From an optimization exercise on the open Yosys and OpenROAD flow, aimed at small area, a short achievable clock period and few clock cycles per item; shortcuts taken in it are not production practice.
RTL that was checked went through simulation tests only; none was proved equivalent to the original.
The RTL of runs 1 to 3 was laid out without a check of its function.

[design/flow/design.v]
module rsa #(
    parameter WIDTH = 32,
    parameter E_BITS = 32
)(
    input  wire                   clk,
    input  wire                   rst,
    input  wire                   start,
    input  wire [WIDTH-1:0]       M,
    input  wire [E_BITS-1:0]      E,
    input  wire [WIDTH-1:0]       N,
    input  wire [WIDTH-1:0]       N_INV,
    input  wire [WIDTH-1:0]       R2_MOD_N,
    output wire [WIDTH-1:0]       C,
    output reg                    done
);
    localparam K  = 4;           
    localparam W  = 38;          
    localparam AW = 34;          
    localparam PH_IDLE = 3'd0, PH_C1 = 3'd1, PH_C2 = 3'd2,
               PH_SQ = 3'd4, PH_MUL = 3'd5, PH_FIN = 3'd6;
    reg  [2:0]    ph;
    reg           it;          
    reg  [3:0]    j;           
    reg  [32:0]   res;         
    reg  [32:0]   mr;          
    reg  [AW-1:0] s, c;        
    reg           cin;         
    reg  [K-1:0]  a;           
    reg  [4:0]    idx;         
    reg           ebit;        
    reg           ez;          
    reg           isn;         
    reg  [3:0]    npr;         
    assign C = res[31:0];
    reg  [3:0] np;
    always @(*) begin
        case (N[3:1])
            3'd0: np = 4'd15;
            3'd1: np = 4'd5;
            3'd2: np = 4'd3;
            3'd3: np = 4'd9;
            3'd4: np = 4'd7;
            3'd5: np = 4'd13;
            3'd6: np = 4'd11;
            default: np = 4'd1;
        endcase
    end
    reg [4:0] lead;
    integer i;
    always @(*) begin
        lead = 5'd0;
        for (i = 0; i < 32; i = i + 1)
            if (E[i]) lead = i[4:0];
    end
    reg  [3:0] t;              
    wire [3:0] u = s[3:0] + c[3:0] + {3'b0, cin} + t;
    wire [3:0] q = u * npr;
    wire [W-1:0] b0 = a[0] ? {5'b0, res}        : {W{1'b0}};
    wire [W-1:0] b1 = a[1] ? {4'b0, res, cin}   : {{(W-1){1'b0}}, cin};
    wire [W-1:0] b2 = a[2] ? {3'b0, res, 2'b0}  : {W{1'b0}};
    wire [W-1:0] b3 = a[3] ? {2'b0, res, 3'b0}  : {W{1'b0}};
    wire [W-1:0] n0 = q[0] ? {6'b0, N}          : {W{1'b0}};
    wire [W-1:0] n1 = q[1] ? {5'b0, N, 1'b0}    : {W{1'b0}};
    wire [W-1:0] n2 = q[2] ? {4'b0, N, 2'b0}    : {W{1'b0}};
    wire [W-1:0] n3 = q[3] ? {3'b0, N, 3'b0}    : {W{1'b0}};
    wire [W-1:0] s0 = {4'b0, s};
    wire [W-1:0] c0 = {4'b0, c};
    wire [W-1:0] l1a_s = s0 ^ c0 ^ b0;
    wire [W-1:0] l1a_c = ((s0 & c0) | (s0 & b0) | (c0 & b0)) << 1;
    wire [W-1:0] l1b_s = b1 ^ b2 ^ b3;
    wire [W-1:0] l1b_c = ((b1 & b2) | (b1 & b3) | (b2 & b3)) << 1;
    wire [W-1:0] l2_s  = l1a_s ^ l1a_c ^ l1b_s;
    wire [W-1:0] l2_c  = ((l1a_s & l1a_c) | (l1a_s & l1b_s) | (l1a_c & l1b_s)) << 1;
    wire [W-1:0] l3_s  = l2_s ^ l2_c ^ l1b_c;
    wire [W-1:0] l3_c  = ((l2_s & l2_c) | (l2_s & l1b_c) | (l2_c & l1b_c)) << 1;
    wire [W-1:0] l4a_s = l3_s ^ l3_c ^ n0;
    wire [W-1:0] l4a_c = ((l3_s & l3_c) | (l3_s & n0) | (l3_c & n0)) << 1;
    wire [W-1:0] l4b_s = n1 ^ n2 ^ n3;
    wire [W-1:0] l4b_c = ((n1 & n2) | (n1 & n3) | (n2 & n3)) << 1;
    wire [W-1:0] l5_s  = l4a_s ^ l4a_c ^ l4b_s;
    wire [W-1:0] l5_c  = ((l4a_s & l4a_c) | (l4a_s & l4b_s) | (l4a_c & l4b_s)) << 1;
    wire [W-1:0] l6_s  = l5_s ^ l5_c ^ l4b_c;
    wire [W-1:0] l6_c  = ((l5_s & l5_c) | (l5_s & l4b_c) | (l5_c & l4b_c)) << 1;
    wire cin_n = |l6_c[K-1:1];
    wire [AW-1:0] sum = s + c + {{(AW-1){1'b0}}, cin};
    wire [3:0] jn = j + 4'd1;
    wire [35:0] res_w = {3'b0, res};
    wire [35:0] mr_w  = {3'b0, mr};
    reg  [3:0] res_d, mr_d;
    always @(*) begin
        case (jn)
            4'd1: begin res_d = res_w[7:4];   mr_d = mr_w[7:4];   end
            4'd2: begin res_d = res_w[11:8];  mr_d = mr_w[11:8];  end
            4'd3: begin res_d = res_w[15:12]; mr_d = mr_w[15:12]; end
            4'd4: begin res_d = res_w[19:16]; mr_d = mr_w[19:16]; end
            4'd5: begin res_d = res_w[23:20]; mr_d = mr_w[23:20]; end
            4'd6: begin res_d = res_w[27:24]; mr_d = mr_w[27:24]; end
            4'd7: begin res_d = res_w[31:28]; mr_d = mr_w[31:28]; end
            4'd8: begin res_d = res_w[35:32]; mr_d = mr_w[35:32]; end
            default: begin res_d = 4'd0; mr_d = 4'd0; end
        endcase
    end
    wire last = (ph == PH_C1) ? (j == 4'd13) : (j == 4'd8);
    wire idx0 = (idx == 5'd0);
    reg [2:0] ph_nx;
    always @(*) begin
        case (ph)
            PH_C1:   ph_nx = PH_C2;
            PH_C2:   ph_nx = (ez | idx0) ? PH_FIN : PH_SQ;
            PH_SQ:   ph_nx = ebit ? PH_MUL : (idx0 ? PH_FIN : PH_SQ);
            PH_MUL:  ph_nx = idx0 ? PH_FIN : PH_SQ;
            default: ph_nx = PH_IDLE;
        endcase
    end
    wire idx_dec = (ph == PH_C2 || ph == PH_MUL || (ph == PH_SQ && !ebit)) && !idx0;
    always @(posedge clk) begin
        if (rst) begin
            ph   <= PH_IDLE;
            it   <= 1'b0;
            done <= 1'b0;
        end else begin
            done <= 1'b0;
            if (ph == PH_IDLE) begin
                if (start) begin
                    ph <= PH_C1;
                    it <= 1'b1;
                end
            end else if (it) begin
                if (last) it <= 1'b0;
            end else begin
                ph   <= ph_nx;
                it   <= (ph != PH_FIN);
                done <= (ph == PH_FIN);
            end
        end
    end
    reg [3:0]  a_nx;
    reg [32:0] res_nx;
    always @(*) begin
        a_nx   = a;
        res_nx = res;
        if (ph == PH_IDLE) begin
            res_nx = {1'b0, R2_MOD_N};
            a_nx   = R2_MOD_N[3:0];
        end else if (it) begin
            case (ph)
                PH_C1, PH_SQ: a_nx = res_d;
                PH_C2:        a_nx = ez ? 4'd0 : mr_d;
                PH_MUL:       a_nx = mr_d;
                default:      a_nx = 4'd0;
            endcase
        end else begin
            case (ph)
                PH_C1: begin
                    res_nx = ez ? sum[32:0] : mr;
                    a_nx   = ez ? 4'd1 : sum[3:0];
                end
                PH_C2: begin
                    res_nx = sum[32:0];
                    a_nx   = (ph_nx == PH_FIN) ? 4'd1 : sum[3:0];
                end
                PH_SQ: begin
                    res_nx = sum[32:0];
                    a_nx   = ebit ? mr[3:0] : ((ph_nx == PH_FIN) ? 4'd1 : sum[3:0]);
                end
                PH_MUL: begin
                    res_nx = sum[32:0];
                    a_nx   = (ph_nx == PH_FIN) ? 4'd1 : sum[3:0];
                end
                default: begin    
                    res_nx = isn ? 33'd0 : sum[32:0];
                end
            endcase
        end
    end
    always @(posedge clk) begin
        npr  <= np;
        ebit <= E[idx];
        isn  <= (res == {1'b0, N});
        a    <= a_nx;
        res  <= res_nx;
        t    <= a_nx * res_nx[3:0];
        if (ph == PH_IDLE || !it) begin
            s   <= {AW{1'b0}};
            c   <= {AW{1'b0}};
            cin <= 1'b0;
            j   <= 4'd0;
        end else begin
            s   <= l6_s[W-1:K];
            c   <= l6_c[W-1:K];
            cin <= cin_n;
            j   <= jn;
        end
        if (ph == PH_IDLE) begin
            mr  <= {1'b0, M};
            idx <= lead;
            ez  <= ~|E;
        end else if (!it) begin
            if (idx_dec) idx <= idx - 5'd1;
            if (ph == PH_C1 || ph == PH_C2) mr <= sum[32:0];
        end
    end
endmodule
[design/flow/run.sh]
#!/bin/bash
# synth_recipe.tcl (not shown) runs the flow's synth.tcl, then flattens the netlist and writes it again
# the make line also repeats each setting of config.mk as NAME=value (left out here)
make -C /OpenROAD-flow-scripts/flow DESIGN_CONFIG=/design/flow/config.mk WORK_HOME=/design/flow/orfs CLKGATE_MAP_FILE= SYNTH_SCRIPT=/design/flow/synth_recipe.tcl finish
[design/flow/config.mk]
export PLATFORM = sky130hd
export DESIGN_NAME = rsa
export DESIGN_NICKNAME = rsa
export VERILOG_FILES = /design/flow/design.v
export SDC_FILE = /design/flow/constraint.sdc
export NUM_CORES = 4
export LEC_CHECK = 0
export CAP_MARGIN = 20
export CORE_MARGIN = 2
export CORE_UTILIZATION = 40
export PLACE_DENSITY = 0.6
export SLEW_MARGIN = 20
[design/flow/constraint.sdc]
create_clock -name core_clock -period 15.0 [get_ports {clk}]
set_input_delay 3.0000 -clock core_clock [delete_from_list [all_inputs] [get_ports {clk}]]
set_output_delay 3.0000 -clock core_clock [all_outputs]
set_load 0.01 [all_outputs]
==> results.ini, run 1 <==
[cts]
hold_buffers = 0
clock_latency_ns = 0.45
cts_buffer_depth = 2
post_cts_buffers = 0
cts-root-buf = clkbuf_16
cts_buffers = 17
htree_levels = 4
ctsResizeCount = 0
clkTransAtPathRegs_ns = 0.07
cts_tree = yes
clock-sinks = 163

[detailed_routing]
via_count = 14000
routedWlPerCell_microns = 20.84
wirelength_mm = 54.25
route.antenna.remaining_nets = 0
drt_pre_antenna_iters = 5
first_iter_violations = 1002
viasPerCell = 5.377
drc = 0

[worst_hold_path]
worstHoldPathType = reg2reg

[global_routing]
grt_pass1_wl_mm = 84.35
grt_pass1_vias = 14610
antenna_found_initial = 0
grtUsageTotal_pct = 23.57
overflow = 0
grt_max_degree = 86

[synth]
async_flop_share_pct = 0
syn_area_per_cell_sq_um = 9.429
synthCells = 1922
seq_area_frac_synth_pct = 21.65
yosys_warnings = 1
synth_edf_count = 66
synth-seq-cells = 163
syn_area_sq_mm = 0.01812
synth_ff_type = dfxtp_1
ys_types = 83
synth_nets = 2412

[die]
die_h_microns = 216.9
io_pins = 196
fp.coreArea_sq_mm = 0.04451
initial_core_util_pct = 40.72
die_area_sq_mm = 0.04702
core.rowCount = 77
die_x_microns = 216.9

[critical_path]
crit_top_cell = fa_1
crit_path_max_incr_delay_ns = 0.56
critPathMaxFanout = 30
crit_required_ns = 15.34
path_cells = fa_1 -> ha_1 -> inv_1 -> fa_1 -> nor2b_1 -> ha_1 -> ha_1 -> ha_1 -> xnor2_1 -> xnor2_1 -> xnor2_1 -> xnor2_1 -> xnor2_4 -> buf_4 -> and2_1 -> fa_1 -> inv_1 -> fa_1 -> inv_1 -> fa_1 -> and3_1
crit_type = reg2reg
worst_path_max_delay_cell = fa_1
path_delay_family = adder cells
startpoint_type = flop
worst_setup_path_end_kind = flop
cp_num_buf_inv = 4
cp.arrival_ns = 6.34

[placed_design]
dp_hpwl_mm = 42.01
portBuffers = 163
routabilityCongestion = 0.9006

[timing]
fin_skew_ns = 0.01216
grt_setup_unrepaired = false
setup_tns_ns = 0
fmax_mhz = 166.7
min_period_ns = 5.999
setup_viol = 0
slew_violations = 0
hold_viol_final = 0
worstMarginPinSlew_ns = 0.9260
slew_headroom_pct = 38.04
finalCritPeriodShare_pct = 39.99

[final_layout]
final_common_cell = inv_1
nets = 2488
final_cell_mix = inv_1, fa_1, and2_1, nand2_1, clkdlybuf4s50_1
antenna_cells = 0
syn2layout_area_growth_pct = 13.85
drive_gt1_share_pct = 4.525

[run_status]
status = timing/DRC/antenna clean

[job]
max_cap_violations = 0

## state kept, by name (all words and copies together), names as in the netlist, 3 cells and up
signal and count:
npr 3, c 34, s 34, mr 33, j 4, ph 3
idx 5, a 4, res 33, t 4
## per-stage QoR
step	worst slack [ns]	instances	area [sq um]	hold slack [ns]	util [%]
after floorplan	9.693	1922	18120	0.4860	-
after global placement	9.040	2570	20040	0.5208	45.02
after detailed placement	9.019	2570	20040	0.5297	45.02
after CTS	8.978	2602	20600	0.5441	46.29
after global routing	8.687	2603	20630	0.5828	46.35
final	9.001	2603	20630	0.5452	46.35
## final cells by class
cell class	count	area (sq um)
fillers	4343	23880
multi-input cells	1356	12580
flip-flops and latches	163	3925
repair buffers	176	1749
inverters	284	1069
well taps	592	740.7
clock buffers	19	454.2
clock inverters	13	111.4
## routing by layer
metal / global-route usage (%) / vias to the layer above / share of wire [%]
met5: 0 / - / 0
met4: 8.174 / 0 / 3.2
met3: 3.256 / 84 / 6.0
met2: 38.15 / 442 / 46
met1: 32.50 / 7081 / 44
li1: - / 6389 / -
## final timing paths
kind | cells after the start | slack (ns) | endpoint | start
setup / recovery | 21 | 9.00 | s[12] | c[0]
hold / removal | 1 | 0.55 | j[0] | j[0]
setup reg to reg | 21 | 9.00 | s[12] | c[0]
hold reg to reg | 1 | 0.55 | j[0] | j[0]
## cell usage after synthesis (32+ instances only)
master	n	area share, %
xor2_1	35	1.7
fa_1	260	29
clkbuf_1	73	1.5
nor2_1	68	1.4
a21oi_1	63	1.7
inv_1	281	5.8
nand2_1	172	3.6
and2_1	201	6.9
and3_1	73	2.5
ha_1	67	4.6
edfxtp_1	66	11
buf_4	32	1.3
o21ai_0	70	1.9
dfxtp_1	97	11
xnor2_1	51	2.5
## cells by family after synthesis
kind of cell	after synthesis	share of synthesized area, %
AND/OR/NAND/NOR	625	18.18
buffers and inverters	403	9.113
adder cells (fa/ha/maj)	328	33.40
AO/OA/AOI/OAI	291	11.24
flip-flops	163	21.65
XOR/XNOR	86	4.156
multiplexers	26	2.258
==> inputs of run 2 (changes only) <==
==> design/flow/flow/run.sh (new file) <==
#!/bin/bash
# Standard layout (the standard.sh: standard synthesis, floorplan, place,
# CTS, route), with ORFS's repair_timing asked for 10 ns of setup margin
# instead of 0, so that it also shortens paths that already meet the 15 ns
# clock. The SDC and clock period are the standard flow's.
set -euo pipefail
bash standard.sh SETUP_SLACK_MARGIN=10 finish > make_finish.log 2>&1
==> design/flow/standard.sh (new file) <==
#!/bin/bash
# synth_recipe.tcl (not shown) runs the flow's synth.tcl, then flattens the netlist and writes it again
# the make line also repeats each setting of config.mk as NAME=value (left out here)
make -C /OpenROAD-flow-scripts/flow DESIGN_CONFIG=/design/flow/config.mk WORK_HOME=/design/flow/orfs CLKGATE_MAP_FILE= SYNTH_SCRIPT=/design/flow/synth_recipe.tcl "${@:-finish}"
--- a/design/flow/config.mk
+++ b/design/flow/config.mk
@@ -5,6 +5,7 @@
 export SDC_FILE = /design/flow/constraint.sdc
 export NUM_CORES = 4
 export LEC_CHECK = 0
+export ABC_CLOCK_PERIOD_IN_PS = 5000
 export CAP_MARGIN = 20
 export CORE_MARGIN = 2
 export CORE_UTILIZATION = 40
removed: design/flow/run.sh
==> run 2 against run 1 <==
  * Area after synthesis unchanged
  * Final cell count barely moved
  * First-iteration DRC count grew 21%
  * Still clean on timing, DRC and antenna
  * Critical path type unchanged
  * Worst hold slack better by 0.0069 ns
  * Critical endpoint is now s[20]
  * Via count rose by 0.16%
  * Clock skew increased by 0.0045 ns
==> results.ini, run 2 <==
[timing]
setup_tns_ns = 0
setup_viol = 0
worstMarginPinSlew_ns = 1.122
slew_violations = 0
fmax_mhz = 176.9
hold_viol_final = 0
holdWs_ns = 0.5521
finalCritPeriodShare_pct = 37.69
slew_headroom_pct = 25.00
fin_skew_ns = 0.01661
grt_setup_unrepaired = true
min_period_ns = 5.654

[cts]
cts-root-buf = clkbuf_16
clock-sinks = 163
clkTransAtPathRegs_ns = 0.07
clock_latency_ns = 0.45
hold_buffers = 0
cts_buffer_depth = 2
htree_levels = 4
cts_tree = yes
cts_buffers = 17

[global_routing]
overflow = 0
grt_pass1_wl_mm = 85.33
antenna_found_initial = 1
grt_pass1_vias = 14550
grtUsageTotal_pct = 23.80
grt_max_degree = 87

[die]
fp.coreArea_sq_mm = 0.04451
initial_core_util_pct = 40.72
die_h_microns = 216.9
die_x_microns = 216.9
die_area_sq_mm = 0.04702
io_pins = 196
core.rowCount = 77

[placed_design]
routabilityCongestion = 0.8759
dp_hpwl_mm = 41.51
portBuffers = 163

[detailed_routing]
first_iter_violations = 1214
drc = 0
via_count = 14020
wirelength_mm = 54.50
drt_pre_antenna_iters = 7
route.antenna.remaining_nets = 0
routedWlPerCell_microns = 20.93
viasPerCell = 5.383

[critical_path]
cp.arrival_ns = 5.98
critPathMaxFanout = 31
crit_top_cell = fa_1
worst_setup_path_end_kind = flop
path_cells = fa_1 -> ha_4 -> inv_1 -> fa_1 -> nor2b_1 -> ha_1 -> ha_1 -> ha_2 -> xnor2_2 -> xnor2_1 -> xnor2_1 -> xnor2_1 -> xnor2_2 -> buf_12 -> and2_1 -> fa_1 -> inv_1 -> fa_1 -> inv_1 -> fa_1 -> and3_1
crit_path_max_incr_delay_ns = 0.59
cp_num_buf_inv = 4
crit_required_ns = 15.33
worst_path_max_delay_cell = fa_1
startpoint_type = flop
path_delay_family = adder cells
crit_type = reg2reg

[synth]
ys_types = 83
yosys-top-cells-count = inv_1, fa_1, and2_1
synth_edf_count = 66
synthTopCellsByArea = fa_1, edfxtp_1, dfxtp_1
seq_area_frac_synth_pct = 21.65
syn_area_per_cell_sq_um = 9.429
synth_top_cell_by_area = fa_1
netlist.area_leader.share_pct = 28.72
async_flop_share_pct = 0
synth.most_common_cell = inv_1
synthCells = 1922
yosys_warnings = 1
synth_ff_type = dfxtp_1
synth_nets = 2412
synth-seq-cells = 163
syn_area_sq_mm = 0.01812

[run_status]
status = timing/DRC/antenna clean

[final_layout]
reg_top3 = c (34), s (34)
drive_gt1_share_pct = 6.362
nets = 2489
final_common_cell = inv_1
syn2layout_area_growth_pct = 14.85
fillCellCount = 4331
antenna_cells = 0
final_cell_mix = inv_1, fa_1, and2_1, nand2_1, clkdlybuf4s50_1

[worst_hold_path]
worstHoldPathType = reg2reg

[job]
max_cap_violations = 0

## run 2: cell types whose count changed in the layout (fill, tap and decap cells not counted), moves of 3 or more
cell	previous run	this run
dfxtp_2	1	4
and2_1	201	186
inv_6	6	2
xnor2_1	50	47
clkdlybuf4s50_1	163	159
clkinv_2	2	5
dfxtp_1	96	92
and2_4	1	16
ha_1	67	64
xnor2_2	0	4
nor4_1	13	9
nor4_2	0	4
bufinv_16	0	3
## run 2: stage by stage
step	util [%]	std cells	cell area, sq um	setup WS, ns
CTS	46.61	2603	20750	9.332
detailed placement	45.13	2568	20090	8.941
finish	46.76	2604	20810	9.346
floorplan	-	1922	18210	9.816
global placement	45.13	2568	20090	9.041
global route	46.76	2604	20810	9.196
## run 2: kinds of logic (layout without fill, tap and decap cells)
group	after synthesis	in the layout	share of synthesized area, %
and+or+nand+nor	625	625	18.18
buffers and inverters	403	493	9.113
adders and majority gates	328	328	33.40
AOI/OAI and AO/OA	291	291	11.24
DFF	163	163	21.65
xor gates and xnor gates	86	86	4.156
muxes	26	26	2.258
## run 2: final timing paths
path	slack, ns	endpoint	startpoint	cells after the start
setup / recovery	9.35	s[20]	t[0]	21
hold / removal	0.55	j[0]	j[0]	1
setup reg to reg	9.35	s[20]	t[0]	21
hold reg to reg	0.55	j[0]	j[0]	1
## run 2: layer usage
metal  global-route usage [%]  up-vias  wire (microns)  share of wire (%)
met5                        0        -               0                  0
met4                    6.963        0            1416                2.6
met3                    3.760       64            3572                6.6
met2                    38.70      468           25730                 47
met1                    32.88     7113           23780                 44
li1                         -     6373               -                  -
## run 2: final cells by class
cell class	instances	area, sq um	share of cell area, %
multi-input cells	1356	12720	61.14
well taps	592	740.7	3.559
inverters	284	1069	5.134
repair buffers	177	1745	8.386
clock buffers	20	446.7	2.146
flip-flops and latches	163	3933	18.89
clock inverters	12	155.1	0.7454
## run 2: repair_timing
action	4_1_cts	5_1_grt
pin swaps	7	13
buffers inserted	3	1
setup endpoints to repair	65	66
resized for setup	11	16
==> inputs of run 3 (changes only) <==
==> design/flow/flow/run.sh (replaced) <==
#!/bin/bash
# Standard layout (the standard.sh: standard synthesis, floorplan, place,
# CTS, route) with two changes to how it is made:
#  - ORFS's repair_timing is asked for 10.5 ns of setup margin instead of 0, so
#    that it also shortens paths that already meet the 15 ns clock;
#  - the port buffers that global placement inserts use sky130_fd_sc_hd__buf_2.
# The SDC and the clock period are the standard flow's. Make's output goes to make_finish.log.
set -euo pipefail
bash standard.sh SETUP_SLACK_MARGIN=10.5 'BUFFER_PORTS_ARGS=-buffer_cell sky130_fd_sc_hd__buf_2' finish > make_finish.log 2>&1
--- a/design/flow/config.mk
+++ b/design/flow/config.mk
@@ -8,6 +8,7 @@
 export ABC_CLOCK_PERIOD_IN_PS = 5000
 export CAP_MARGIN = 20
 export CORE_MARGIN = 2
-export CORE_UTILIZATION = 40
-export PLACE_DENSITY = 0.6
+export CORE_UTILIZATION = 60
+export CTS_BUF_LIST = sky130_fd_sc_hd__clkbuf_4 sky130_fd_sc_hd__clkbuf_8
+export PLACE_DENSITY = 0.7
 export SLEW_MARGIN = 20
==> run 3 against run 2 <==
  * Critical path depth is 1 lower
  * Global-route usage up 9.5 points
  * Setup slack gained 0.044 ns
  * Clock skew rose by 0.0067 ns
  * Register-to-register slack improved by 0.04 ns
  * Synthesized cell count unchanged
  * Design area decreased by 5.4%
  * Worst hold slack better by 0.0035 ns
==> results.ini, run 3 <==
[run_status]
status = timing/DRC/antenna clean

[cts]
clock-sinks = 163
cts_buffer_depth = 2
cts_tree = yes
clkTransAtPathRegs_ns = 0.10
cts_buffers = 17
clock_latency_ns = 0.48
hold_buffers = 0
htree_levels = 4
cts-root-buf = clkbuf_8

[final_layout]
nets = 2494
antenna_cells = 0
final_common_cell = inv_1
reg_top3 = c (34), s (34)
final_cell_mix = inv_1, fa_1, and2_1, nand2_1, buf_2
drive_gt1_share_pct = 16.16
fillCellCount = 2506
syn2layout_area_growth_pct = 8.609
stdcell_count = 2407

[timing]
fmax_mhz = 178.3
finalCritPeriodShare_pct = 37.40
slew_headroom_pct = 30.55
worstMarginPinSlew_ns = 1.039
grt_setup_unrepaired = true
hold_viol_final = 0
fin_skew_ns = 0.02334
setup_ws_ns = 9.390
slew_violations = 0
min_period_ns = 5.610
setup_viol = 0
setup_tns_ns = 0

[synth]
async_flop_share_pct = 0
synth_nets = 2412
synth.most_common_cell = inv_1
synthTopCellsByArea = fa_1, edfxtp_1, dfxtp_1
synthCells = 1922
synth_ff_type = dfxtp_1
yosys_warnings = 1
syn_area_per_cell_sq_um = 9.429
netlist.area_leader.share_pct = 28.72
seq_area_frac_synth_pct = 21.65
syn_area_sq_mm = 0.01812
synth_edf_count = 66
ys_types = 83
synth-seq-cells = 163
synth_top_cell_by_area = fa_1
yosys-top-cells-count = inv_1, fa_1, and2_1

[placed_design]
dp_hpwl_mm = 37.49
portBuffers = 163
pre_cts_slack_ns = 8.642
dp.cells = 2367
routabilityCongestion = 0.9281

[die]
die_h_microns = 177.8
core.rowCount = 63
fp.coreArea_sq_mm = 0.02972
initial_core_util_pct = 60.98
die_area_sq_mm = 0.03161
die_x_microns = 177.8
io_pins = 196

[critical_path]
crit_required_ns = 15.37
startpoint_type = flop
crit_type = reg2reg
r2r_slack_ns = 9.39
worst_setup_path_end_kind = flop
cp.arrival_ns = 5.98
crit_start = s[1]
reg2reg_from = s[1]
critPathMaxFanout = 25

[global_routing]
overflow = 0
grt_max_degree = 88
grt_pass1_vias = 14270
grtUsageTotal_pct = 33.25
antenna_found_initial = 0
grt_pass1_wl_mm = 79.19

[detailed_routing]
drt_pre_antenna_iters = 6
route.antenna.remaining_nets = 0
wirelength_mm = 50.04
viasPerCell = 5.877
via_count = 14150
routedWlPerCell_microns = 20.79
drc = 0
first_iter_violations = 1277

[worst_hold_path]
worstHoldPathType = reg2reg
worstHoldStart = j[0]

[job]
max_cap_violations = 0

run 3: layer usage:
metal | global-route usage [%] | part of all wire [%] | vias up
li1 | - | - | 6387
met5 | 0 | 0 | -
met1 | 45.28 | 42 | 7121
met3 | 4.970 | 7.6 | 97
met2 | 53.96 | 47 | 541
met4 | 12.60 | 3.7 | 0
run 3: repair_timing:
| action | in CTS | in global routing |
|---|---|---|
| setup buffers | 8 | 0 |
| pin swaps | 35 | 18 |
| gates resized for setup | 46 | 10 |
| endpoints found under the setup margin | 68 | 68 |
run 3: kinds of logic after synthesis:
family	after synthesis	share of synthesized area [%]
muxes	26	2.258
buffers and inverters	403	9.113
and+or+nand+nor	625	18.18
DFF	163	21.65
adders and majority gates	328	33.40
xor gates and xnor gates	86	4.156
AOI/OAI and AO/OA	291	11.24
run 3: area by class of cell:
type	count	area [sq um]	area share [%]
Tap cell	390	488.0	2.479
Inverter	284	1070	5.435
Clock inverter	11	82.58	0.4196
Multi-Input combinational cell	1356	12820	65.16
Sequential cell	163	3939	20.01
Timing Repair Buffer	182	1008	5.124
Clock buffer	21	270.3	1.373
run 3: through the flow:
stage                     hold WS [ns]  util (%)  area (sq um)
after floorplan                 0.4860         -         18240
after global placement          0.5160     64.12         19050
after detailed placement        0.5315     64.12         19050
after CTS                       0.5521     66.18         19670
after global routing            0.5942     66.23         19680
final                           0.5556     66.23         19680
run 3: final timing paths:
check         end  depth (start not counted)
max          s[6]                         20
min          j[0]                          1
max reg2reg  s[6]                         20
min reg2reg  j[0]                          1
run 3: critical path, cell delays in order (launching register included):
cell and delay (ns):
dfxtp_2 0.39, fa_1 0.56, inv_1 0.08, fa_1 0.59, nor2b_1 0.06, ha_1 0.27, ha_1 0.31, ha_4 0.18
xnor2_2 0.13, xnor2_1 0.13, xnor2_1 0.27, xnor2_2 0.15, xnor2_4 0.17, buf_12 0.18, and2_1 0.19, fa_1 0.53
inv_1 0.06, fa_1 0.53, inv_1 0.05, fa_1 0.48, and3_1 0.18
==> inputs of run 4 (changes only) <==
--- a/design/flow/design.v
+++ b/design/flow/design.v
@@ -30,6 +30,7 @@
     reg           ebit;        
     reg           ez;          
     reg           isn;         
+    reg  [31:0]   nr;          
     reg  [3:0]    npr;         
     assign C = res[31:0];
     reg  [3:0] np;
@@ -52,17 +53,39 @@
         for (i = 0; i < 32; i = i + 1)
             if (E[i]) lead = i[4:0];
     end
+    function [3:0] qmul(input [3:0] y, input [2:0] n);
+        reg c2a, c2b, c2c, c2d;
+        begin
+            qmul[0] = y[0];
+            qmul[1] = y[1] ^ (n[0] & y[0]);
+            c2a = y[2]; c2b = n[0] & y[1]; c2c = n[1] & y[0]; c2d = n[0] & y[1] & y[0];
+            qmul[2] = c2a ^ c2b ^ c2c ^ c2d;
+            qmul[3] = y[3] ^ (n[0] & y[2]) ^ (n[1] & y[1]) ^ (n[2] & y[0])
+                    ^ (c2a & c2b) ^ (c2a & c2c) ^ (c2a & c2d)
+                    ^ (c2b & c2c) ^ (c2b & c2d) ^ (c2c & c2d);
+        end
+    endfunction
     reg  [3:0] t;              
-    wire [3:0] u = s[3:0] + c[3:0] + {3'b0, cin} + t;
-    wire [3:0] q = u * npr;
+    wire [3:0] y_s = s[3:0] ^ c[3:0] ^ t;
+    wire [3:0] y_k = {(s[2:0] & c[2:0]) | (s[2:0] & t[2:0]) | (c[2:0] & t[2:0]), 1'b0};
+    wire [3:0] y_p = y_s ^ y_k;
+    wire [3:0] y_g = y_s & y_k;
+    wire [3:0] y_c;
+    assign y_c[0] = cin;
+    assign y_c[1] = y_g[0] | (y_p[0] & cin);
+    assign y_c[2] = y_g[1] | (y_p[1] & y_g[0]) | (y_p[1] & y_p[0] & cin);
+    assign y_c[3] = y_g[2] | (y_p[2] & y_g[1]) | (y_p[2] & y_p[1] & y_g[0])
+                  | (y_p[2] & y_p[1] & y_p[0] & cin);
+    wire [3:0] u = y_p ^ y_c;
+    wire [3:0] q = qmul(u, npr[3:1]);
     wire [W-1:0] b0 = a[0] ? {5'b0, res}        : {W{1'b0}};
     wire [W-1:0] b1 = a[1] ? {4'b0, res, cin}   : {{(W-1){1'b0}}, cin};
     wire [W-1:0] b2 = a[2] ? {3'b0, res, 2'b0}  : {W{1'b0}};
     wire [W-1:0] b3 = a[3] ? {2'b0, res, 3'b0}  : {W{1'b0}};
-    wire [W-1:0] n0 = q[0] ? {6'b0, N}          : {W{1'b0}};
-    wire [W-1:0] n1 = q[1] ? {5'b0, N, 1'b0}    : {W{1'b0}};
-    wire [W-1:0] n2 = q[2] ? {4'b0, N, 2'b0}    : {W{1'b0}};
-    wire [W-1:0] n3 = q[3] ? {3'b0, N, 3'b0}    : {W{1'b0}};
+    wire [W-1:0] n0 = q[0] ? {6'b0, nr}          : {W{1'b0}};
+    wire [W-1:0] n1 = q[1] ? {5'b0, nr, 1'b0}    : {W{1'b0}};
+    wire [W-1:0] n2 = q[2] ? {4'b0, nr, 2'b0}    : {W{1'b0}};
+    wire [W-1:0] n3 = q[3] ? {3'b0, nr, 3'b0}    : {W{1'b0}};
     wire [W-1:0] s0 = {4'b0, s};
     wire [W-1:0] c0 = {4'b0, c};
     wire [W-1:0] l1a_s = s0 ^ c0 ^ b0;
@@ -139,10 +162,7 @@
     always @(*) begin
         a_nx   = a;
         res_nx = res;
-        if (ph == PH_IDLE) begin
-            res_nx = {1'b0, R2_MOD_N};
-            a_nx   = R2_MOD_N[3:0];
-        end else if (it) begin
+        if (it) begin
             case (ph)
                 PH_C1, PH_SQ: a_nx = res_d;
                 PH_C2:        a_nx = ez ? 4'd0 : mr_d;
@@ -175,11 +195,12 @@
     end
     always @(posedge clk) begin
         npr  <= np;
+        nr   <= N;
         ebit <= E[idx];
-        isn  <= (res == {1'b0, N});
-        a    <= a_nx;
-        res  <= res_nx;
-        t    <= a_nx * res_nx[3:0];
+        isn  <= (res == {1'b0, nr});
+        a    <= (ph == PH_IDLE) ? R2_MOD_N[3:0] : a_nx;
+        res  <= (ph == PH_IDLE) ? {1'b0, R2_MOD_N} : res_nx;
+        t    <= (ph == PH_IDLE) ? R2_MOD_N[3:0] * R2_MOD_N[3:0] : a_nx * res_nx[3:0];
         if (ph == PH_IDLE || !it) begin
             s   <= {AW{1'b0}};
             c   <= {AW{1'b0}};
--- a/design/flow/config.mk
+++ b/design/flow/config.mk
@@ -9,6 +9,6 @@
 export CAP_MARGIN = 20
 export CORE_MARGIN = 2
 export CORE_UTILIZATION = 60
-export CTS_BUF_LIST = sky130_fd_sc_hd__clkbuf_4 sky130_fd_sc_hd__clkbuf_8
+export CTS_BUF_LIST = sky130_fd_sc_hd__clkbuf_8 sky130_fd_sc_hd__clkbuf_16
 export PLACE_DENSITY = 0.7
 export SLEW_MARGIN = 20
==> run 4 against run 3 <==
  * Still clean on timing, DRC and antenna
  * Area after synthesis is 4.2% higher
  * Die area is 4.1% higher
  * Setup slack better by 0.67 ns
  * Final cell count is 3.9% higher
  * Global-route usage is 0.67 points higher
  * Critical path depth is 2 lower
  * Clock skew is 0.0086 ns lower
  * Register-to-register slack better by 0.67 ns
  * Via count is 6.6% higher
==> results.ini, run 4 <==
[run_status]
status = timing/DRC/antenna clean

[final_layout]
drive_gt1_share_pct = 14.92
stdcell_count = 2500
reg_top3 = c (34), s (34)
syn2layout_area_growth_pct = 10.04
nets = 2577
final_common_cell = inv_1
final_cell_mix = inv_1, fa_1, nand2_1, buf_2, and2_1
antenna_cells = 0

[timing]
finalCritPeriodShare_pct = 32.96
min_period_ns = 4.944
fin_skew_ns = 0.01475
worstMarginPinSlew_ns = 1.064
slew_headroom_pct = 28.88
setup_viol = 0
slew_violations = 0
setup_tns_ns = 0
hold_viol_final = 0
grt_setup_unrepaired = true
fmax_mhz = 202.3

[synth]
synth_edf_count = 66
syn_area_per_cell_sq_um = 9.419
seq_area_frac_synth_pct = 24.17
netlist.area_leader.share_pct = 27.46
synthTopCellsByArea = fa_1, dfxtp_1, edfxtp_1
synth_nets = 2491
yosys_warnings = 1
synth_ff_type = dfxtp_1
yosys-top-cells-count = inv_1, fa_1, nand2_1
async_flop_share_pct = 0
synth_top_cell_by_area = fa_1
syn_area_sq_mm = 0.01888
synthCells = 2005
synth.most_common_cell = inv_1
ys_types = 91
synth-seq-cells = 195

[cts]
cts_buffer_depth = 2
clock-sinks = 195
clkTransAtPathRegs_ns = 0.07
clock_latency_ns = 0.46
cts_buffers = 17
cts-root-buf = clkbuf_16
cts_tree = yes
htree_levels = 4
hold_buffers = 0

[detailed_routing]
viasPerCell = 6.030
route.antenna.remaining_nets = 0
routedWlPerCell_microns = 21.51
first_iter_violations = 1583
drt_pre_antenna_iters = 6
wirelength_mm = 53.78
drc = 0
via_count = 15070

[global_routing]
antenna_found_initial = 1
grt_pass1_wl_mm = 85.82
grt_max_degree = 89
grtUsageTotal_pct = 33.92
grt_pass1_vias = 15590
overflow = 0

[die]
fp.coreArea_sq_mm = 0.03083
die_h_microns = 181.4
core.rowCount = 64
initial_core_util_pct = 61.25
io_pins = 196
die_x_microns = 181.4
die_area_sq_mm = 0.03291

[placed_design]
portBuffers = 163
dp.cells = 2455
dp_hpwl_mm = 39.01
routabilityCongestion = 0.9239

[critical_path]
cp.arrival_ns = 5.29
path_delay_family = adder cells
ff2ff_path_depth = 18
crit_path_max_incr_delay_ns = 0.57
crit_start = c[1]
startpoint_type = flop
crit_type = reg2reg
cp_num_buf_inv = 3
worst_path_max_delay_cell = fa_1
r2r_slack_ns = 10.06
reg2reg_from = c[1]
worst_setup_path_end_kind = flop
reg2reg_to = s[6]
crit_top_cell = fa_1
critPathMaxFanout = 22
path_cells = fa_1 -> ha_4 -> a31o_4 -> xor2_2 -> ha_2 -> xnor2_2 -> xnor2_1 -> xnor2_1 -> xnor2_2 -> xnor2_4 -> buf_16 -> and2_1 -> fa_1 -> inv_1 -> fa_1 -> inv_1 -> fa_1 -> and3_1
crit_required_ns = 15.35

[worst_hold_path]
worstHoldPathCells = 1
worstHoldStart = j[0]
min_to = j[0]
worstHoldPathType = reg2reg

[job]
max_cap_violations = 0

## run 4: through the flow
step	utilization [%]	hold WS, ns	area (sq um)	setup slack [ns]
2_1_floorplan	-	0.4886	18950	10.45
3_3_place_gp	64.18	0.5512	19790	9.103
3_5_place_dp	64.36	0.5571	19840	9.188
4_1_cts	67.20	0.5665	20720	10.05
5_1_grt	67.41	0.5700	20780	9.904
6_report	67.41	0.5286	20780	10.06
## run 4: cells by family after synthesis
| family | synth area share, % |
|---|---|
| buffers and inverters | 8.792 |
| adders and majority gates | 31.75 |
| muxes | 1.636 |
| AOI/OAI and AO/OA | 11.43 |
| DFF | 24.17 |
| xor gates and xnor gates | 4.055 |
| and+or+nand+nor | 18.17 |
## run 4: worst max path at each step
stage,endpoint,slack [ns],cells after the start
2_1_floorplan,s[21],10.45,18
3_3_place_gp,s[13],9.10,15
3_5_place_dp,s[13],9.19,16
4_1_cts,s[6],10.05,18
5_1_grt,s[6],9.90,18
6_report,s[6],10.06,18
## run 4: routing by layer
metal	GRT usage (%)	share of wire [%]	vias up
li1	-	-	6695
met1	46.89	42	7656
met2	55.62	48	621
met3	4.412	6.8	102
met4	11.77	3.4	0
met5	0	0	-
## run 4: final cells by class
cell class / count / area [sq um]
Multi-Input combinational cell: 1407 / 12940
Fill cell: 2534 / 10050
Sequential cell: 195 / 4573
Timing Repair Buffer: 187 / 1129
Inverter: 283 / 1062
Tap cell: 396 / 495.5
Clock buffer: 19 / 464.2
Clock inverter: 13 / 118.9
## run 4: what timing repair did
action	CTS	global route
setup endpoints to repair	66	65
endpoints found under the hold margin	0	0
setup buffers	10	2
pin swaps	24	7
cloned	1	0
gates resized for setup	44	16
Testbench counts of run 4, summed over its fixed seeds: cycles 112,410, items 320.
==> inputs of run 5 (changes only) <==
==> design/flow/flow/run.sh (replaced) <==
#!/bin/bash
# Standard layout (the standard.sh: standard synthesis, floorplan, place,
# CTS, route) with two changes to how it is made:
#  - ORFS's repair_timing is asked for 11 ns of setup margin instead of 0, so
#    that it also shortens paths that already meet the 15 ns clock;
#  - the port buffers that global placement inserts use sky130_fd_sc_hd__buf_2.
# The SDC and the clock period are the standard flow's. Make's output goes to make_finish.log.
set -euo pipefail
bash standard.sh SETUP_SLACK_MARGIN=11 'BUFFER_PORTS_ARGS=-buffer_cell sky130_fd_sc_hd__buf_2' finish > make_finish.log 2>&1
==> run 5 against run 4 <==
  * Non-clock buffer count up 97
  * Clock-buffer cell count down 2
  * Synthesized cell count unchanged
  * Setup slack worse by 0.037 ns
  * Via count up 3.1%
  * Area after synthesis unchanged
  * Clock skew about the same
  * Global-route usage up 0.79 points
  * Critical path type unchanged
  * Design area up 5.4%
==> results.ini, run 5 <==
[run_status]
status = timing/DRC/antenna clean

[critical_path]
critPathMaxFanout = 12
reg2reg_from = s[1]
crit_start = s[1]
crit_type = reg2reg
crit_path_max_incr_delay_ns = 0.57
r2r_slack_ns = 10.02
path_delay_family = adder cells
crit_required_ns = 15.36
path_cells = fa_1 -> ha_4 -> a31o_4 -> xor2_4 -> ha_4 -> xnor2_2 -> xnor2_2 -> xnor2_2 -> xnor2_2 -> xnor2_4 -> clkbuf_16 -> and2_1 -> fa_1 -> inv_1 -> fa_1 -> inv_1 -> fa_1 -> and3_1
cp_num_buf_inv = 3
reg2reg_to = s[1]
startpoint_type = flop
worst_path_max_delay_cell = fa_1
ff2ff_path_depth = 18
cp.arrival_ns = 5.34
worst_setup_path_end_kind = flop

[synth]
muxShareOfSynthArea_pct = 1.637
synth_ff_type = dfxtp_1
synth_nets = 2491
syn_area_per_cell_sq_um = 9.419
yosys-top-cells-count = inv_1, fa_1, nand2_1
synth_edf_count = 66
synth_compound_area_share_pct = 11.43
syn_area_sq_mm = 0.01888
synth-simple-area-share_pct = 18.17
synth-seq-cells = 195
yosys_warnings = 1
synthTopCellsByArea = fa_1, dfxtp_1, edfxtp_1
ys_types = 91
netlist.area_leader.share_pct = 27.46
seq_area_frac_synth_pct = 24.17
synthXorXnorAreaFrac_pct = 4.055
synth_top_family_by_area = adder cells
synthCells = 2005
synth_fa_ha_area_share_pct = 31.75
synth.most_common_cell = inv_1
synth_top_cell_by_area = fa_1
async_flop_share_pct = 0

[global_routing]
overflow = 0
grt_pass1_vias = 16030
grt_pass1_wl_mm = 86.97
grt_max_degree = 89
grtUsageTotal_pct = 34.71
antenna_found_initial = 0

[detailed_routing]
drt_pre_antenna_iters = 17
drc = 0
route.antenna.remaining_nets = 0
viasPerCell = 5.978
routedWlPerCell_microns = 22.04
via_count = 15540
wirelength_mm = 57.31
first_iter_violations = 1432

[timing]
holdWs_ns = 0.5697
fmax_mhz = 200.8
grt_setup_unrepaired = true
finalCritPeriodShare_pct = 33.20
slew_headroom_pct = 30.34
slew_violations = 0
hold_viol_final = 0
setup_tns_ns = 0
min_period_ns = 4.981
fin_skew_ns = 0.01499
setup_viol = 0
worstMarginPinSlew_ns = 1.042

[cts]
cts_tree = yes
clock_latency_ns = 0.47
hold_buffers = 0
htree_levels = 4
cts_buffer_depth = 2
cts_buffers = 17
clkTransAtPathRegs_ns = 0.07
clock-sinks = 195
cts-root-buf = clkbuf_16

[die]
fp.coreArea_sq_mm = 0.03083
die_x_microns = 181.4
initial_core_util_pct = 61.25
die_area_sq_mm = 0.03291
io_pins = 196
core.rowCount = 64
die_h_microns = 181.4

[final_layout]
utilization_pct = 71.03
regArea_sq_mm = 0.004606
reg_top3 = c (34), s (34)
stdcell_count = 2600
final_cell_mix = inv_1, fa_1, nand2_1, and2_1, buf_2
drive_gt1_share_pct = 20.06
nets = 2676
multi_input_area_sq_mm = 0.01319
final_common_cell = inv_1
fillCellCount = 2390
syn2layout_area_growth_pct = 15.95

[worst_hold_path]
worstHoldPathCells = 1
worstHoldStart = idx[4]
min_to = ebit
worstHoldPathType = reg2reg

[placed_design]
portBuffers = 163
routabilityCongestion = 0.9277
dp_hpwl_mm = 39.17
dp.cells = 2456

[job]
max_cap_violations = 0

run 5: cell counts after synthesis:
No cell type changed its count.
run 5: per-layer routing:
metal | GRT usage (%) | wire length [microns] | vias up
li1 | - | - | 6912
met1 | 45.61 | 22900 | 7776
met2 | 54.33 | 26680 | 703
met3 | 7.541 | 5127 | 152
met4 | 18.37 | 2610 | 0
met5 | 0 | 0 | -
run 5: worst max-delay path by stage:
| stage | end | slack (ns) | cells after the start |
|---|---|---|---|
| 2_1_floorplan | s[21] | 10.45 | 18 |
| 3_3_place_gp | s[13] | 9.10 | 15 |
| 3_5_place_dp | s[2] | 9.12 | 16 |
| 4_1_cts | s[2] | 9.97 | 18 |
| 5_1_grt | s[2] | 9.89 | 18 |
| 6_report | s[1] | 10.02 | 18 |
run 5: area by class of cell:
class,count,area share (%)
antenna,1,0.01143
clock buffer,17,1.943
clock inverter,15,0.7257
inverter,283,4.863
multi-input combinational,1409,60.21
sequential,195,21.03
tap,396,2.263
timing repair buffer,284,8.948
run 5: what timing repair did:
action                                 CTS  global route
gates cloned                             0             6
setup buffers                           64            41
resized for setup                       22           106
endpoints found under the hold margin    0             0
setup endpoints to repair              100           110
pin swaps                                6            43
run 5: stage by stage:
step           area (sq um)  setup slack, ns
2_1_floorplan         18960            10.45
3_3_place_gp          19810            9.100
3_5_place_dp          19860            9.118
4_1_cts               21040            9.972
5_1_grt               21890            9.887
6_report              21900            10.02
run 5: kinds of logic (layout without fill, tap and decap cells):
kind of cell / count (synthesis) / count (layout)
simple gates: 659 / 661
buf+inv: 403 / 599
fa+ha+maj: 324 / 324
compound gates: 314 / 314
flops: 195 / 195
xor+xnor: 85 / 85
mux: 25 / 25
other cells: 0 / 1

==> port drivers added, routing unchanged <==
How much do the figures lean on ideal ports? The routed layouts below were timed once more, with nothing changed but the port constraints.
Step 1 (the two cells are an assumption about what drives the block):
set clk [get_ports {clk}]
set_driving_cell -lib_cell sky130_fd_sc_hd__clkbuf_16 $clk
set_driving_cell -lib_cell sky130_fd_sc_hd__buf_2 [delete_from_list [all_inputs] $clk]
Step 2 also shifts input and output timing later by t, the mid clock arrival at the registers, as if the neighbouring blocks saw the same clock.
Three values: ideal, step 1, step 2; two values: the first two.
| run | t (ns) | setup slack, ns | pins driven straight from the clock port |
|---|---|---|---|
| run 1 | 0.497 | 9.001 / 9.001 / 9.001 | 1 |
| run 2 | 0.490 | 9.346 / 9.346 / 9.289 | 1 |
| run 3 | 0.519 | 9.390 / 9.390 / 9.390 | 1 |
| run 4 | 0.510 | 10.056 / 10.056 / 10.056 | 1 |
| run 5 | 0.516 | 10.019 / 10.019 / 10.019 | 1 |
After both steps every run listed still meets setup and hold. For run 2, which loses most, drivers alone change the setup slack by 0.000 ns; drivers and shift together by -0.057 ns.
